From an optimization exercise on the open Yosys and OpenROAD flow, aimed at small area, a short achievable clock period and few clock cycles per item; shortcuts taken in it are not production practice.
The RTL was checked by simulation tests, not by an equivalence proof against the original design.

Design tea_interface, start of the top module:
module tea_interface(
    input [63:0] in,
    input mode,
    input reset,
    input write,
    input clk,
    output [63:0] out,
    output out_ready
);
clock: 12.0 ns
lec_check: 0
abc_area: 1
cap_margin: 20
core_margin: 2
core_utilization: 40
slew_margin: 20
standard.sh (not shown) runs the stock make flow with config.mk's settings and CLKGATE_MAP_FILE= SYNTH_SCRIPT=/design/flow/synth_recipe.tcl, a recipe that flattens the netlist after the stock synthesis.
==> flow/flow/run.sh <==
#!/bin/bash
set -euo pipefail
bash standard.sh SETUP_SLACK_MARGIN=7.5 finish > standard_finish.log 2>&1
The starting point completed without violations.
Testbench counts at the start, summed over its fixed seeds: cycles 68,736, items 1,024.
Change:
==> flow/flow/run.sh (replaced) <==
#!/bin/bash
# The standard layout, with two changes:
# - timing repair treats paths with less than MARGIN ns of slack as failing,
#   so it speeds up the design below the clock period;
# - the buffer on each input and output port is the smallest buffer.
set -euo pipefail
MARGIN=7.5
bash standard.sh SETUP_SLACK_MARGIN=$MARGIN \
  "BUFFER_PORTS_ARGS=-buffer_cell sky130_fd_sc_hd__buf_1" \
  finish > standard_finish.log 2>&1
--- a/flow/config.mk
+++ b/flow/config.mk
@@ -11,0 +12 @@
+export CTS_BUF_LIST = sky130_fd_sc_hd__clkbuf_4
The changed run completed with no timing, DRC or antenna violations.
Area after synthesis stays the same.
Sequential cell count stays the same.
Critical path depth drops by 2.
Non-clock buffer count fell by 26.
Utilization decreases by 3.3 points.

The RTL this note starts from:
==> flow/design.v <==
module tea_interface(
    input [63:0] in,
    input mode,
    input reset,
    input write,
    input clk,
    output [63:0] out,
    output out_ready
);
    localparam [31:0] DELTA   = 32'h9E3779B9;
    localparam [31:0] NDELTA  = 32'h61C88647;  
    localparam [31:0] SUM_DEC = 32'hC6EF3720;  
    function [31:0] bs(input [31:0] x);
        bs = {x[7:0], x[15:8], x[23:16], x[31:24]};
    endfunction
    wire [31:0] in_y = bs(in[63:32]);
    wire [31:0] in_z = bs(in[31:0]);
    reg [63:0] kp, kq;
    reg        qhi;       
    reg        wk;        
    reg [31:0] a, b, s;
    reg        m;         
    reg        ph;        
    reg        pre, post;  
    reg        busy, rdy;
    localparam [159:0] TOP = {32'h00008000, 32'h00800080, 32'h08080808, 32'h22222222, 32'h55555555};
    localparam [159:0] HI  = {32'hFFFF0000, 32'hFF00FF00, 32'hF0F0F0F0, 32'hCCCCCCCC, 32'hAAAAAAAA};
    function [31:0] skl_spread(input [31:0] x, input integer l);
        reg [31:0] t;
        integer k;
        begin
            t = x << 1;
            for (k = 0; k < l; k = k + 1)
                t = t | (t << (1 << k));
            skl_spread = t;
        end
    endfunction
    function [31:0] skl_add(input [31:0] x, input [31:0] y);
        reg [31:0] g, p;
        integer l;
        begin
            g = x & y;
            p = x ^ y;
            for (l = 0; l < 5; l = l + 1) begin
                g = g | (p & skl_spread(g & TOP[l*32 +: 32], l));
                p = p & (skl_spread(p & TOP[l*32 +: 32], l) | ~HI[l*32 +: 32]);
            end
            skl_add = (x ^ y) ^ {g[30:0], 1'b0};
        end
    endfunction
    always @(posedge clk) begin
        kq <= kp;
        kp <= (reset | wk) ? {in_y, in_z} : kq;
        qhi <= wk ? 1'b1 : ~qhi;
    end
    wire        swp = pre | post;
    wire [31:0] t1 = skl_add(b << 4, kq[63:32]);
    wire [31:0] t2 = skl_add(b, s);
    wire [31:0] t3 = skl_add(b >> 5, kq[31:0]);
    wire [31:0] f   = t1 ^ t2 ^ t3;
    wire [31:0] fe  = f & {32{~swp}};
    wire [31:0] mm  = {32{m}};
    wire [31:0] nbr = skl_add(mm ^ a, fe);
    wire [31:0] nb  = mm ^ nbr;
    wire go   = busy & (swp | (qhi == (m ~^ ph)));
    wire fin  = ph & (s == (m ? DELTA : SUM_DEC));
    always @(posedge clk) begin
        if (reset) begin
            wk   <= 1'b1;
            busy <= 1'b0;
            rdy  <= 1'b0;
        end else begin
            wk <= 1'b0;
            if (write) begin
                busy <= 1'b1;
                rdy  <= 1'b0;
            end else if (go & (post | (~m & ~swp & fin))) begin
                busy <= 1'b0;
                rdy  <= 1'b1;
            end
        end
    end
    wire        sup = go & ~swp & ph;
    always @(posedge clk)
        s <= busy ? s + ((m ? NDELTA : DELTA) & {32{sup}}) : (mode ? SUM_DEC : DELTA);
    always @(posedge clk) begin
        if (!busy) begin
            m    <= mode;
            ph   <= 1'b0;
            pre  <= mode;
            post <= 1'b0;
        end else if (go) begin
            if (swp) begin
                pre  <= 1'b0;
                post <= 1'b0;
            end else begin
                ph <= ~ph;
                if (m & fin) post <= 1'b1;
            end
        end
    end
    always @(posedge clk)
        if (write | go) begin
            a <= busy ? b  : in_y;
            b <= busy ? nb : in_z;
        end
    assign out = {bs(a), bs(b)};
    assign out_ready = rdy;
endmodule
clock: 12.0 ns
lec_check: 0
abc_area: 1
cap_margin: 20
core_margin: 2
core_utilization: 40
cts_cluster_diameter: 80
cts_cluster_size: 30
slew_margin: 20
==> flow/flow/run.sh <==
#!/bin/bash
# The standard layout, with four changes:
# - synthesis leaves adders to ABC instead of mapping them to half- and
#   full-adder cells first (ADDER_MAP_FILE empty); registers are unchanged;
# - timing repair treats paths with less than MARGIN ns of slack as failing,
#   so it speeds up the design below the clock period;
# - the buffer on each input and output port is the smallest buffer;
# - clock tree synthesis adds no dummy loads.
set -euo pipefail
MARGIN=7.75
bash standard.sh SETUP_SLACK_MARGIN=$MARGIN ADDER_MAP_FILE= \
  "BUFFER_PORTS_ARGS=-buffer_cell sky130_fd_sc_hd__buf_1" \
  "CTS_ARGS=-sink_clustering_enable -repair_clock_nets -sink_clustering_size 30 -sink_clustering_max_diameter 80 -dont_use_dummy_load" \
  finish > standard_finish.log 2>&1
Testbench counts at the start, summed over its fixed seeds: cycles 68,736, items 1,024.
Edit:
--- a/flow/flow/run.sh
+++ b/flow/flow/run.sh
@@ -9,3 +9,3 @@
 set -euo pipefail
-MARGIN=7.75
+MARGIN=8.5
 bash standard.sh SETUP_SLACK_MARGIN=$MARGIN ADDER_MAP_FILE= \
=> Die area does not change; setup slack improves by 150 ps; final area rose by 20%; global-route usage rose by 2.4 points; critical path depth fell by 15.
Edit:
--- a/flow/flow/run.sh
+++ b/flow/flow/run.sh
@@ -9,3 +9,3 @@
 set -euo pipefail
-MARGIN=8.5
+MARGIN=8.25
 bash standard.sh SETUP_SLACK_MARGIN=$MARGIN ADDER_MAP_FILE= \
Effect: The new run completed with no timing, DRC or antenna violations. Sequential share of layout area climbs by 2.6 points. First-iteration DRC count drops by a few percent. Clock skew stays flat. Wire length drops by a little under a tenth. Global-route usage drops by 2.1 points.
Edit:
--- a/flow/flow/run.sh
+++ b/flow/flow/run.sh
@@ -9,3 +9,3 @@
 set -euo pipefail
-MARGIN=8.25
+MARGIN=8
 bash standard.sh SETUP_SLACK_MARGIN=$MARGIN ADDER_MAP_FILE= \
Area after synthesis stays the same.
Worst hold slack stays flat.
Cell count is lower by 1.4%.
Cell area is lower by 5.3%.
Setup slack got worse by 24 ps.

-- port drivers added, routing unchanged --
In the flow no input, the clock included, has a driving cell. The finished layouts below were timed again as built, in two steps.
Step 1, drivers: a clkbuf_16 drives clk and a buf_2 each remaining input, both assumed.
Step 2 times the ports against the registers' clock, not the clock port: input delays grow and output delays shrink by t, the midpoint of the rising clock arrivals with the driver on.
a / b / c = ideal ports / drivers / drivers and shift; a / b = the first two.
| run | t, ns | setup slack, ns | worst setup path after step 2 | slew at the worst register clock pin (ns) |
|---|---|---|---|---|
| the first run of note 1 | 0.633 | 7.529 / 7.529 / 6.987 | input to register | 0.07 / 0.07 |
| the second run of note 1 | 0.840 | 7.414 / 7.414 / 7.277 | input to register | 0.08 / 0.08 |
| the first run of note 2 | 0.577 | 8.117 / 8.078 / 8.072 | input to register | 0.10 / 0.10 |
| the second run of note 2 | 0.587 | 8.267 / 8.210 / 8.195 | input to register | 0.10 / 0.10 |
| the third run of note 2 | 0.569 | 8.163 / 8.107 / 7.853 | input to register | 0.10 / 0.10 |
| the fourth run of note 2 | 0.569 | 8.138 / 8.083 / 7.747 | input to register | 0.10 / 0.10 |
After both steps every run listed still meets setup and hold. The setup slack of the first run of note 1, which loses most, moves by 0.000 ns with the drivers and by -0.542 ns with both steps.
